Context: an optimization exercise on an open-source flow, tuned for small area. The choices shown serve that exercise and are no tape-out recipe.
RTL that was checked went through simulation tests only; none was proved equivalent to the original.
No driver is modelled on the clock port, so clocking that relies on it looks cheaper here than on a real chip.
Power is estimated from default activity; no workload was simulated.

== job 6799 ==
==> flow/design.v (excerpt) <==
module deja_glitch_power (
	input	wire	clk_i,
	input	wire	rst_i,
	input	wire	stb_i,
	input	wire	we_i,
	input	wire	[3:0] adr_i,
	input	wire	[7:0] dat_i,
	output	reg		ack_o,
	output	reg		[7:0] dat_o,
	input	wire	run_i,
	output	reg		power_o
	);
localparam IDLE = 2'd0, RUN = 2'd1, FIN = 2'd2, RUN_IDLE = 2'd3;
reg	[15:0]	rcn;		 
wire	[15:0]	run_cnt = ~rcn;
reg	[15:0]	nit;		 
reg	[1:0]	state;
reg	[7:0]	size;
reg	[7:0]	step;
reg			finished;
wire m1 = step[0] & nit[0];
wire m2 = step[0] & nit[1];
wire m3 = step[0] & nit[2];
wire m4 = step[0] & nit[3];
wire m5 = step[0] & nit[4];
wire m6 = step[0] & nit[5];
wire m7 = step[0] & nit[6];
wire m8 = step[0] & nit[7];
wire m9 = step[0] & nit[8];
wire m10 = step[0] & nit[9];
wire m11 = step[0] & nit[10];
wire m12 = step[0] & nit[11];
wire m13 = step[0] & nit[12];
wire m14 = step[0] & nit[13];
wire m15 = step[0] & nit[14];
wire m16 = step[0] & nit[15];
wire m17 = step[1] & nit[0];
wire m18 = step[1] & nit[1];
wire m19 = step[1] & nit[2];
wire m20 = step[1] & nit[3];
wire m21 = step[1] & nit[4];
wire m22 = step[1] & nit[5];
wire m23 = step[1] & nit[6];
wire m24 = step[1] & nit[7];
wire m25 = step[1] & nit[8];
wire m26 = step[1] & nit[9];
  ...
Settings: LEC_CHECK=0, CAP_MARGIN=20, CORE_MARGIN=2, CORE_UTILIZATION=40, PLACE_DENSITY=0.6, SLEW_MARGIN=20; clock period 6.0 ns.
standard.sh (not shown) runs the stock make flow with config.mk's settings and CLKGATE_MAP_FILE= SYNTH_SCRIPT=/design/flow/synth_recipe.tcl, a recipe that flattens the netlist after the stock synthesis.
==> flow/flow/run.sh <==
#!/bin/bash
# Standard ORFS flow, with one extra step between synthesis and floorplan:
# flow/polar.py re-chooses signal polarities in the synthesized netlist (full
# adders and gates with complemented inputs/outputs) to remove inverters.
# Registers are not touched. Each tool's output goes to its own log here.
set -euo pipefail
RES=orfs/results/${FLOW_PLATFORM}/deja_glitch_power/base
LIB=${FLOW_HOME}/platforms/${FLOW_PLATFORM}/lib/sky130_fd_sc_hd__tt_025C_1v80.lib

bash standard.sh synth > log_synth.txt 2>&1
cp ${RES}/1_2_yosys.v 1_2_yosys_standard.v
yosys -q -l log_yosys_json.txt -p "read_liberty -lib ${LIB}; read_verilog ${RES}/1_2_yosys.v; write_json polar_in.json" > /dev/null 2>&1
python3 flow/polar.py ${LIB} polar_in.json polar_out.json > log_polar.txt 2>&1
yosys -q -l log_yosys_write.txt -p "read_json polar_out.json; write_verilog -noattr -nohex -nodec ${RES}/1_2_yosys.v" > /dev/null 2>&1
rm -f ${RES}/1_synth.odb ${RES}/1_synth.sdc
bash standard.sh finish > log_finish.txt 2>&1
Other scripts of this flow, unchanged in this note and not shown: flow/flow/polar.py
In summary, job 6799 completed successfully, with a layout that passed the timing, DRC and antenna checks.
The following lists how job 4664 was set up differently from job 6799:
# job 6799
export LEC_CHECK = 0
export CAP_MARGIN = 20
export CORE_MARGIN = 2
export CORE_UTILIZATION = 40
export PLACE_DENSITY = 0.6
export SLEW_MARGIN = 20
create_clock -name core_clock -period 6.0 [get_ports {clk_i}]
# job 4664
export LEC_CHECK = 0
export CAP_MARGIN = 20
export CORE_MARGIN = 2
export CORE_UTILIZATION = 40
export CTS_BUF_LIST = sky130_fd_sc_hd__clkbuf_8
export PLACE_DENSITY = 0.6
export SLEW_MARGIN = 20
create_clock -name core_clock -period 6.0 [get_ports {clk_i}]
==> run notes <==
When job 4664 is measured against job 6799, its combinational share of power turns out 3.0 points higher. Job 4664 against job 6799: leakage power down 2.8%; final number of setup-violating endpoints flat.
diff inputs: job 4664 => job 2113
# job 4664
export LEC_CHECK = 0
export CAP_MARGIN = 20
export CORE_MARGIN = 2
export CORE_UTILIZATION = 40
export CTS_BUF_LIST = sky130_fd_sc_hd__clkbuf_8
export PLACE_DENSITY = 0.6
export SLEW_MARGIN = 20
create_clock -name core_clock -period 6.0 [get_ports {clk_i}]
# job 2113
export LEC_CHECK = 0
export CAP_MARGIN = 20
export CORE_MARGIN = 2
export CORE_UTILIZATION = 40
export PLACE_DENSITY = 0.6
export SLEW_MARGIN = 20
create_clock -name core_clock -period 6.0 [get_ports {clk_i}]
--- a/flow/flow/run.sh
+++ b/flow/flow/run.sh
@@ -15,2 +15,2 @@
 rm -f ${RES}/1_synth.odb ${RES}/1_synth.sdc
-bash standard.sh finish > log_finish.txt 2>&1
+bash standard.sh "CTS_ARGS=-sink_clustering_enable -repair_clock_nets -dont_use_dummy_load -buf_list sky130_fd_sc_hd__clkbuf_8 -root_buf sky130_fd_sc_hd__clkbuf_8" "BUFFER_PORTS_ARGS=-buffer_cell sky130_fd_sc_hd__buf_1" finish > log_finish.txt 2>&1
[summary]
Job 4664 went all the way through synthesis, placement and routing and the layout is clean on timing, DRC and antenna. Job 2113 closes out successfully: all stages finished, all timing, DRC and antenna checks passed. Between job 4664 and job 2113, remaining max-slew budget at the tightest pin decreased. Re final count of hold timing violations: no difference whatsoever between job 2113 and job 4664. Status: wire length of the first global-routing pass parity (job 4664, job 2113). From job 4664 to job 2113 the numbers moved as follows: final cycle utilization of the critical path decreased 2.1 points; final area decreased 3.9%. Depth of the worst register-to-register path is higher on job 4664. Between job 2113 and job 4664, the power attributed to sequential cells does not differ in any meaningful way. Comparing job 2113 and job 4664, the higher clock network power is on job 4664.
Edits applied to the flow inputs when going from job 2113 to job 2459:
--- a/flow/flow/run.sh
+++ b/flow/flow/run.sh
@@ -15,2 +15,2 @@
 rm -f ${RES}/1_synth.odb ${RES}/1_synth.sdc
-bash standard.sh "CTS_ARGS=-sink_clustering_enable -repair_clock_nets -dont_use_dummy_load -buf_list sky130_fd_sc_hd__clkbuf_8 -root_buf sky130_fd_sc_hd__clkbuf_8" "BUFFER_PORTS_ARGS=-buffer_cell sky130_fd_sc_hd__buf_1" finish > log_finish.txt 2>&1
+bash standard.sh "CTS_ARGS=-sink_clustering_enable -repair_clock_nets -dont_use_dummy_load -buf_list sky130_fd_sc_hd__clkbuf_8 -root_buf sky130_fd_sc_hd__clkbuf_8" finish > log_finish.txt 2>&1
[summary]
Across job 2113 and job 2459, the outcome is the same: a clean finish for every run. Total vias in the final route for job 2459 is lower than for job 2113. Relative to job 2113, the post-layout worst setup margin of job 2459 is lower by 0.12 ns. Comparing job 2113 and job 2459, the higher number of cells on the worst reg-to-reg path was measured on job 2459. Maximum VDD drop: job 2113 and job 2459 compared, lower one is job 2113.

Setup of juniper:
deja_glitch_power, a different RTL version from the one above (not shown whole).
For scale: about 500 cells after synthesis, roughly 27 I/O pins, roughly 4800 um2 of cells after synthesis.
Settings: LEC_CHECK=0, CAP_MARGIN=20, CORE_MARGIN=2, CORE_UTILIZATION=80, PLACE_DENSITY=0.9, SLEW_MARGIN=20; clock period 6.0 ns.
==> flow/flow/run.sh <==
#!/bin/bash
# Standard ORFS flow, with one extra step between synthesis and floorplan:
# flow/polar.py re-chooses signal polarities in the synthesized netlist (full
# adders and gates with complemented inputs/outputs) to remove inverters.
# Registers are not touched. Extra make settings (clock tree options, port
# buffer cell) come from flow/make_args.txt, one per line.
# Each tool's output goes to its own log file here.
set -euo pipefail
RES=orfs/results/${FLOW_PLATFORM}/deja_glitch_power/base
LIB=${FLOW_HOME}/platforms/${FLOW_PLATFORM}/lib/sky130_fd_sc_hd__tt_025C_1v80.lib
ARGS=()
if [[ -f flow/make_args.txt ]]; then
  while IFS= read -r line; do
    [[ -n "$line" ]] && ARGS+=("$line")
  done < flow/make_args.txt
fi

bash standard.sh synth > log_synth.txt 2>&1
cp ${RES}/1_2_yosys.v 1_2_yosys_standard.v
yosys -q -l log_yosys_json.txt -p "read_liberty -lib ${LIB}; read_verilog ${RES}/1_2_yosys.v; write_json polar_in.json" > /dev/null 2>&1
POLAR_ITERS=2000 python3 flow/polar.py ${LIB} polar_in.json polar_out.json --downsize > log_polar.txt 2>&1
# keep the new netlist only if it computes the same flip-flop inputs and outputs
# as the synthesized one on random patterns
if python3 flow/check.py ${LIB} polar_in.json polar_out.json > log_check.txt 2>&1; then
  yosys -q -l log_yosys_write.txt -p "read_json polar_out.json; write_verilog -noattr -nohex -nodec ${RES}/1_2_yosys.v" > /dev/null 2>&1
fi
rm -f ${RES}/1_synth.odb ${RES}/1_synth.sdc
bash standard.sh "PRE_CTS_TCL=$(pwd)/flow/clock.tcl" "${ARGS[@]}" finish > log_finish.txt 2>&1
==> flow/flow/make_args.txt <==
CLOCK_ROOT_BUF=sky130_fd_sc_hd__clkbuf_4
CLOCK_LEAF_BUF=sky130_fd_sc_hd__clkbuf_4
CLOCK_LEAVES=8
BUFFER_PORTS_ARGS=-buffer_cell sky130_fd_sc_hd__buf_1
CTS_ARGS=-clk_nets clk_i -repair_clock_nets
Other scripts of this flow, unchanged in this note and not shown: flow/flow/check.py, flow/flow/clock.tcl, flow/flow/polar.py
Input changes introduced in amber (baseline for comparison: juniper):
Settings: a change of CORE_UTILIZATION from 80 to 88; a change of SLEW_MARGIN from 20 to 0; a change of PLACE_DENSITY from 0.9 to 0.95; a change of CAP_MARGIN from 20 to 0.
==> comparison <==
amber did not make it past global routing, where a tool error ended it.
Compared with juniper, in amber half-perimeter wire length of the detailed placement result now sits higher; initial standard-cell utilization of the core now sits higher; final weighted congestion in routability-driven placement now sits higher; number of cells after detailed placement now sits lower.
Minimum setup slack after placement in amber is 0.18 ns below juniper.
Number of rows in the core area shrinks by a little under 10% when moving from juniper to amber.
Reported for juniper and amber, post-synthesis net count turned out identical to the last digit.
In amber the die span in x turned out about 4.4% lower than in juniper.
Re number of buffers added for setup after CTS: no difference whatsoever between juniper and amber.
Looking at height of the die across juniper and amber, the one that comes out lower is amber.
diff inputs: amber => zinc
Settings: PLACE_DENSITY: 0.95 -> 0.9; CORE_UTILIZATION: 88 -> 80.
==> comparison <==
zinc finished every stage and its layout cleared the timing, DRC and antenna checks.
Per the comparison of zinc with amber, worst-case setup slack after placement shows an increase of 0.18 ns, total of buffers placed on input and output ports shows no meaningful change.
zinc against amber: placed standard-cell area stayed essentially flat, post-synth net total stayed essentially flat.
Between amber and zinc, the x dimension of the die is lower for amber.
Input changes introduced in quartz (baseline for comparison: zinc):
Settings: CAP_MARGIN changed from 0 to 20; CORE_UTILIZATION changed from 80 to 65; SLEW_MARGIN changed from 0 to 20; PLACE_DENSITY changed from 0.9 to 0.8.
-- flow/flow/make_args.txt --
<<< zinc, line 1
CLOCK_ROOT_BUF=sky130_fd_sc_hd__clkbuf_4
>>> quartz, line 1
CLOCK_ROOT_BUF=sky130_fd_sc_hd__clkbuf_8
## What came out
- The setup slack of quartz is larger than that of zinc.
- Against zinc, quartz reports a total power of the final layout that is higher.
- Having completed the whole flow, zinc delivered a layout that passed the timing, DRC and antenna checks.
- quartz closes out successfully: all stages finished, all timing, DRC and antenna checks passed.
- The worst-path maximum fanout reported for quartz is smaller than that of zinc by 2.
- Diff zinc -> quartz: ratio of total power to cell area up 1.9 nW/um2, clock period minus worst slack saw a decrease, sequential share of layout area moved down, die area now sits higher, critical path depth in cells has increased.

Setup of raven:
deja_glitch_power again, from the RTL that the note above started with.
==> flow/config.mk <==
export PLATFORM = sky130hd
export DESIGN_NAME = deja_glitch_power
export DESIGN_NICKNAME = deja_glitch_power
export VERILOG_FILES = /design/flow/design.v
export SDC_FILE = /design/flow/constraint.sdc
export NUM_CORES = 4
export LEC_CHECK = 0
export CAP_MARGIN = 20
export CORE_MARGIN = 2
export CORE_UTILIZATION = 65
export PLACE_DENSITY = 0.8
export SLEW_MARGIN = 20
==> flow/constraint.sdc <==
create_clock -name core_clock -period 6.0 [get_ports {clk_i}]
set_input_delay 1.2000 -clock core_clock [delete_from_list [all_inputs] [get_ports {clk_i}]]
set_output_delay 1.2000 -clock core_clock [all_outputs]
set_load 0.01 [all_outputs]
==> flow/flow/run.sh <==
#!/bin/bash
# Standard ORFS flow, with one extra step between synthesis and floorplan:
# flow/polar.py re-chooses signal polarities in the synthesized netlist (full
# adders and gates with complemented inputs/outputs) to remove inverters.
# Registers are not touched. Extra make settings (clock tree options, port
# buffer cell) come from flow/make_args.txt, one per line.
# Each tool's output goes to its own log file here.
set -euo pipefail
RES=orfs/results/${FLOW_PLATFORM}/deja_glitch_power/base
LIB=${FLOW_HOME}/platforms/${FLOW_PLATFORM}/lib/sky130_fd_sc_hd__tt_025C_1v80.lib
ARGS=()
if [[ -f flow/make_args.txt ]]; then
  while IFS= read -r line; do
    [[ -n "$line" ]] && ARGS+=("$line")
  done < flow/make_args.txt
fi

bash standard.sh synth > log_synth.txt 2>&1
cp ${RES}/1_2_yosys.v 1_2_yosys_standard.v
yosys -q -l log_yosys_json.txt -p "read_liberty -lib ${LIB}; read_verilog ${RES}/1_2_yosys.v; write_json polar_in.json" > /dev/null 2>&1
python3 flow/polar.py ${LIB} polar_in.json polar_out.json --downsize > log_polar.txt 2>&1
yosys -q -l log_yosys_write.txt -p "read_json polar_out.json; write_verilog -noattr -nohex -nodec ${RES}/1_2_yosys.v" > /dev/null 2>&1
rm -f ${RES}/1_synth.odb ${RES}/1_synth.sdc
bash standard.sh "PRE_CTS_TCL=$(pwd)/flow/clock.tcl" "${ARGS[@]}" finish > log_finish.txt 2>&1
Other scripts of this flow, unchanged in this note and not shown: flow/flow/clock.tcl, flow/flow/make_args.txt, flow/flow/polar.py
raven finished every step from synthesis to the final layout, and the layout passed the timing, DRC and antenna checks.
The inputs of delta differ from those of raven as listed below.
Settings: CORE_UTILIZATION changed from 65 to 40; PLACE_DENSITY changed from 0.8 to 0.6.
[summary]
- Taking raven as the reference, in delta met3 demand-to-capacity share in global routing lower, standard cell core area higher, actual slew at the worst max-slew pin higher.
- Diff raven -> delta | total design power | increase of 1.1%
- delta against raven: maximum fanout encountered on the critical timing path has decreased, net switching fraction of the power now sits higher, post-layout net count went up 3, clock distribution power climbed about 5%.
- Launching element of the worst setup path = step[1]: delta; launching element of the worst setup path = step[2]: raven
- The lower minimum clock period after layout came out of delta.
- [compare] base=raven new=delta: final critical-path setup slack now sits higher, global-route wire length before repair now sits higher.

Another version of the RTL of deja_glitch_power (not shown whole).
Size: ~620 cells after synthesis, roughly 61 flip-flops, roughly 27 I/O pins, ~5600 um^2 of cells after synthesis.
export LEC_CHECK = 0
export CAP_MARGIN = 20
export CORE_MARGIN = 2
export CORE_UTILIZATION = 40
export CTS_BUF_LIST = sky130_fd_sc_hd__clkbuf_8
export PLACE_DENSITY = 0.6
export SLEW_MARGIN = 20
create_clock -name core_clock -period 6.0 [get_ports {clk_i}]
run.sh (not shown) runs the stock make flow with config.mk's settings and CLKGATE_MAP_FILE= SYNTH_SCRIPT=/design/flow/synth_recipe.tcl, a recipe that flattens the netlist after the stock synthesis.
Stock flow here: none of the scripts above is used.
The starting point produced a clean layout.
Rerun with:
Settings changed: CTS_BUF_LIST sky130_fd_sc_hd__clkbuf_8 to default.
What happened: The new run went through all stages and came out clean; setup slack is better by 0.019 ns; sequential power hardly moves; cell area increases slightly; total power goes up by a little under a tenth.

deja_glitch_power, a different RTL version from the one above (not shown whole).
For scale: ~500 cells after synthesis, about 27 I/O pins, ~4900 µm² of cells after synthesis.
Design deja_glitch_power, start of the top module:
module deja_glitch_power (
	input	wire	clk_i,
	input	wire	rst_i,
	input	wire	stb_i,
	input	wire	we_i,
	input	wire	[3:0] adr_i,
	input	wire	[7:0] dat_i,
	output	reg		ack_o,
	output	reg		[7:0] dat_o,
	input	wire	run_i,
	output	reg		power_o
	);
localparam IDLE = 2'd0, RUN = 2'd1, FIN = 2'd2, RUN_IDLE = 2'd3;
reg	[15:0]	rcn;		 
wire	[15:0]	run_cnt = ~rcn;
reg	[15:0]	nit;		 
reg	[1:0]	state;
reg	[7:0]	size;
reg	[7:0]	step;
reg			finished;
wire m1 = step[0] & nit[0];
wire m2 = step[0] & nit[1];
wire m3 = step[0] & nit[2];
wire m4 = step[0] & nit[3];
wire m5 = step[0] & nit[4];
wire m6 = step[0] & nit[5];
wire m7 = step[0] & nit[6];
wire m8 = step[0] & nit[7];
wire m9 = step[0] & nit[8];
wire m10 = step[0] & nit[9];
wire m11 = step[0] & nit[10];
wire m12 = step[0] & nit[11];
wire m13 = step[0] & nit[12];
wire m14 = step[0] & nit[13];
wire m15 = step[0] & nit[14];
wire m16 = step[0] & nit[15];
wire m17 = step[1] & nit[0];
wire m18 = step[1] & nit[1];
wire m19 = step[1] & nit[2];
wire m20 = step[1] & nit[3];
wire m21 = step[1] & nit[4];
wire m22 = step[1] & nit[5];
wire m23 = step[1] & nit[6];
wire m24 = step[1] & nit[7];
wire m25 = step[1] & nit[8];
wire m26 = step[1] & nit[9];
  ...
export LEC_CHECK = 0
export CAP_MARGIN = 20
export CORE_MARGIN = 2
export CORE_UTILIZATION = 40
export PLACE_DENSITY = 0.6
export SLEW_MARGIN = 20
create_clock -name core_clock -period 6.0 [get_ports {clk_i}]
standard.sh (not shown) runs the stock make flow with config.mk's settings and CLKGATE_MAP_FILE= SYNTH_SCRIPT=/design/flow/synth_recipe.tcl, a recipe that flattens the netlist after the stock synthesis.
==> flow/flow/run.sh <==
#!/bin/bash
# Standard ORFS flow, with one extra step between synthesis and floorplan:
# flow/polar.py re-chooses signal polarities in the synthesized netlist (full
# adders and gates with complemented inputs/outputs) to remove inverters.
# Registers are not touched. Extra make settings (clock tree options, port
# buffer cell) come from flow/make_args.txt, one per line.
# Each tool's output goes to its own log file here.
set -euo pipefail
RES=orfs/results/${FLOW_PLATFORM}/deja_glitch_power/base
LIB=${FLOW_HOME}/platforms/${FLOW_PLATFORM}/lib/sky130_fd_sc_hd__tt_025C_1v80.lib
ARGS=()
if [[ -f flow/make_args.txt ]]; then
  while IFS= read -r line; do
    [[ -n "$line" ]] && ARGS+=("$line")
  done < flow/make_args.txt
fi

bash standard.sh synth > log_synth.txt 2>&1
cp ${RES}/1_2_yosys.v 1_2_yosys_standard.v
yosys -q -l log_yosys_json.txt -p "read_liberty -lib ${LIB}; read_verilog ${RES}/1_2_yosys.v; write_json polar_in.json" > /dev/null 2>&1
python3 flow/polar.py ${LIB} polar_in.json polar_out.json > log_polar.txt 2>&1
yosys -q -l log_yosys_write.txt -p "read_json polar_out.json; write_verilog -noattr -nohex -nodec ${RES}/1_2_yosys.v" > /dev/null 2>&1
rm -f ${RES}/1_synth.odb ${RES}/1_synth.sdc
bash standard.sh "${ARGS[@]}" finish > log_finish.txt 2>&1
==> flow/flow/make_args.txt <==
CTS_ARGS=-sink_clustering_enable -sink_clustering_size 32 -sink_clustering_max_diameter 300 -repair_clock_nets -dont_use_dummy_load -buf_list sky130_fd_sc_hd__clkbuf_8 -root_buf sky130_fd_sc_hd__clkbuf_8
BUFFER_PORTS_ARGS=-buffer_cell sky130_fd_sc_hd__buf_1
Other scripts of this flow, unchanged in this note and not shown: flow/flow/polar.py
Rerun with:
--- a/flow/flow/run.sh
+++ b/flow/flow/run.sh
@@ -23,2 +23,2 @@
 rm -f ${RES}/1_synth.odb ${RES}/1_synth.sdc
-bash standard.sh "${ARGS[@]}" finish > log_finish.txt 2>&1
+bash standard.sh "PRE_CTS_TCL=$(pwd)/flow/clock.tcl" "${ARGS[@]}" finish > log_finish.txt 2>&1
==> flow/flow/clock.tcl (new file) <==
# PRE_CTS hook: drive all clock sinks from one clock buffer placed at their
# centroid (the clock port then feeds only that buffer).
set block [ord::get_db_block]
set db [ord::get_db]
set clknet [$block findNet clk_i]
set master [$db findMaster $::env(CLOCK_ROOT_BUF)]
set buf [odb::dbInst_create $block $master clk_root_buf]
set newnet [odb::dbNet_create $block clk_root]
$newnet setSigType CLOCK
set sx 0; set sy 0; set n 0
foreach it [$clknet getITerms] {
  set inst [$it getInst]
  set loc [$inst getLocation]
  set sx [expr {$sx + [lindex $loc 0]}]
  set sy [expr {$sy + [lindex $loc 1]}]
  incr n
  $it disconnect
  $it connect $newnet
}
[$buf findITerm A] connect $clknet
[$buf findITerm X] connect $newnet
$buf setLocation [expr {$sx / $n}] [expr {$sy / $n}]
$buf setPlacementStatus PLACED
puts "clock.tcl: $n sinks moved to clk_root driven by $::env(CLOCK_ROOT_BUF)"
==> flow/flow/make_args.txt (replaced) <==
CLOCK_ROOT_BUF=sky130_fd_sc_hd__clkbuf_16
BUFFER_PORTS_ARGS=-buffer_cell sky130_fd_sc_hd__buf_1
Effect: The changed run ran to the end with no violations; critical path depth is unchanged; combinational power is about the same; final area goes up by 3.7%; setup slack gets better by 0.0098 ns; die area is unchanged; maximum frequency hardly moves.
Rerun with:
--- a/flow/flow/run.sh
+++ b/flow/flow/run.sh
@@ -23,2 +23,2 @@
 rm -f ${RES}/1_synth.odb ${RES}/1_synth.sdc
-bash standard.sh "PRE_CTS_TCL=$(pwd)/flow/clock.tcl" "${ARGS[@]}" finish > log_finish.txt 2>&1
+bash standard.sh "${ARGS[@]}" finish > log_finish.txt 2>&1
==> flow/flow/make_args.txt (replaced) <==
CTS_ARGS=-sink_clustering_enable -sink_clustering_size 64 -sink_clustering_max_diameter 500 -repair_clock_nets -dont_use_dummy_load -buf_list sky130_fd_sc_hd__clkbuf_16 -root_buf sky130_fd_sc_hd__clkbuf_16
BUFFER_PORTS_ARGS=-buffer_cell sky130_fd_sc_hd__buf_1
removed: flow/flow/clock.tcl
Total power is lower by 12%. Area after synthesis does not change. Design area is lower by 1.8%. Maximum frequency is higher by 0.86%. Die area does not change. Worst hold slack barely changes. Wire length is higher by about 0.7%.
No run of this note included a check of the RTL's function; only the layout flow was run.

==> separate check: timing with driven ports <==
Ports are ideal in the flow. The routed layouts listed here were re-timed in OpenROAD.
Step 1 sets driving cells, clkbuf_16 on the clock port and buf_2 on the other inputs (assumed; they add their load-dependent delay and slew).
Step 2, shift: input delay + t, output delay - t, t = (earliest + latest rising clock arrival at the registers) / 2. This alone moves slack from input paths to output paths.
Three values: ideal, step 1, step 2; two values: the first two.
run | t (ns) | setup slack, ns | worst setup path after step 2
job 6799 | 0.368 | 0.660 / 0.660 / 0.660 | register to register
job 4664 | 0.378 | 0.648 / 0.648 / 0.648 | register to register
job 2113 | 0.373 | 0.776 / 0.776 / 0.776 | register to register
job 2459 | 0.369 | 0.655 / 0.655 / 0.655 | register to register
juniper | 0.456 | 0.813 / 0.813 / 0.813 | register to register
zinc | 0.460 | 0.828 / 0.828 / 0.828 | register to register
quartz | 0.389 | 0.835 / 0.835 / 0.835 | register to register
raven | 0.377 | 0.487 / 0.487 / 0.487 | register to register
delta | 0.385 | 0.647 / 0.647 / 0.647 | register to register
the first run of note 4 | 0.396 | 0.878 / 0.878 / 0.878 | register to register
the second run of note 4 | 0.372 | 0.897 / 0.897 / 0.897 | register to register
the first run of note 5 | 0.367 | 0.711 / 0.711 / 0.711 | register to register
the second run of note 5 | 0.479 | 0.720 / 0.720 / 0.720 | register to register
the third run of note 5 | 0.360 | 0.765 / 0.765 / 0.765 | register to register
After both steps setup and hold are still met in every run listed.
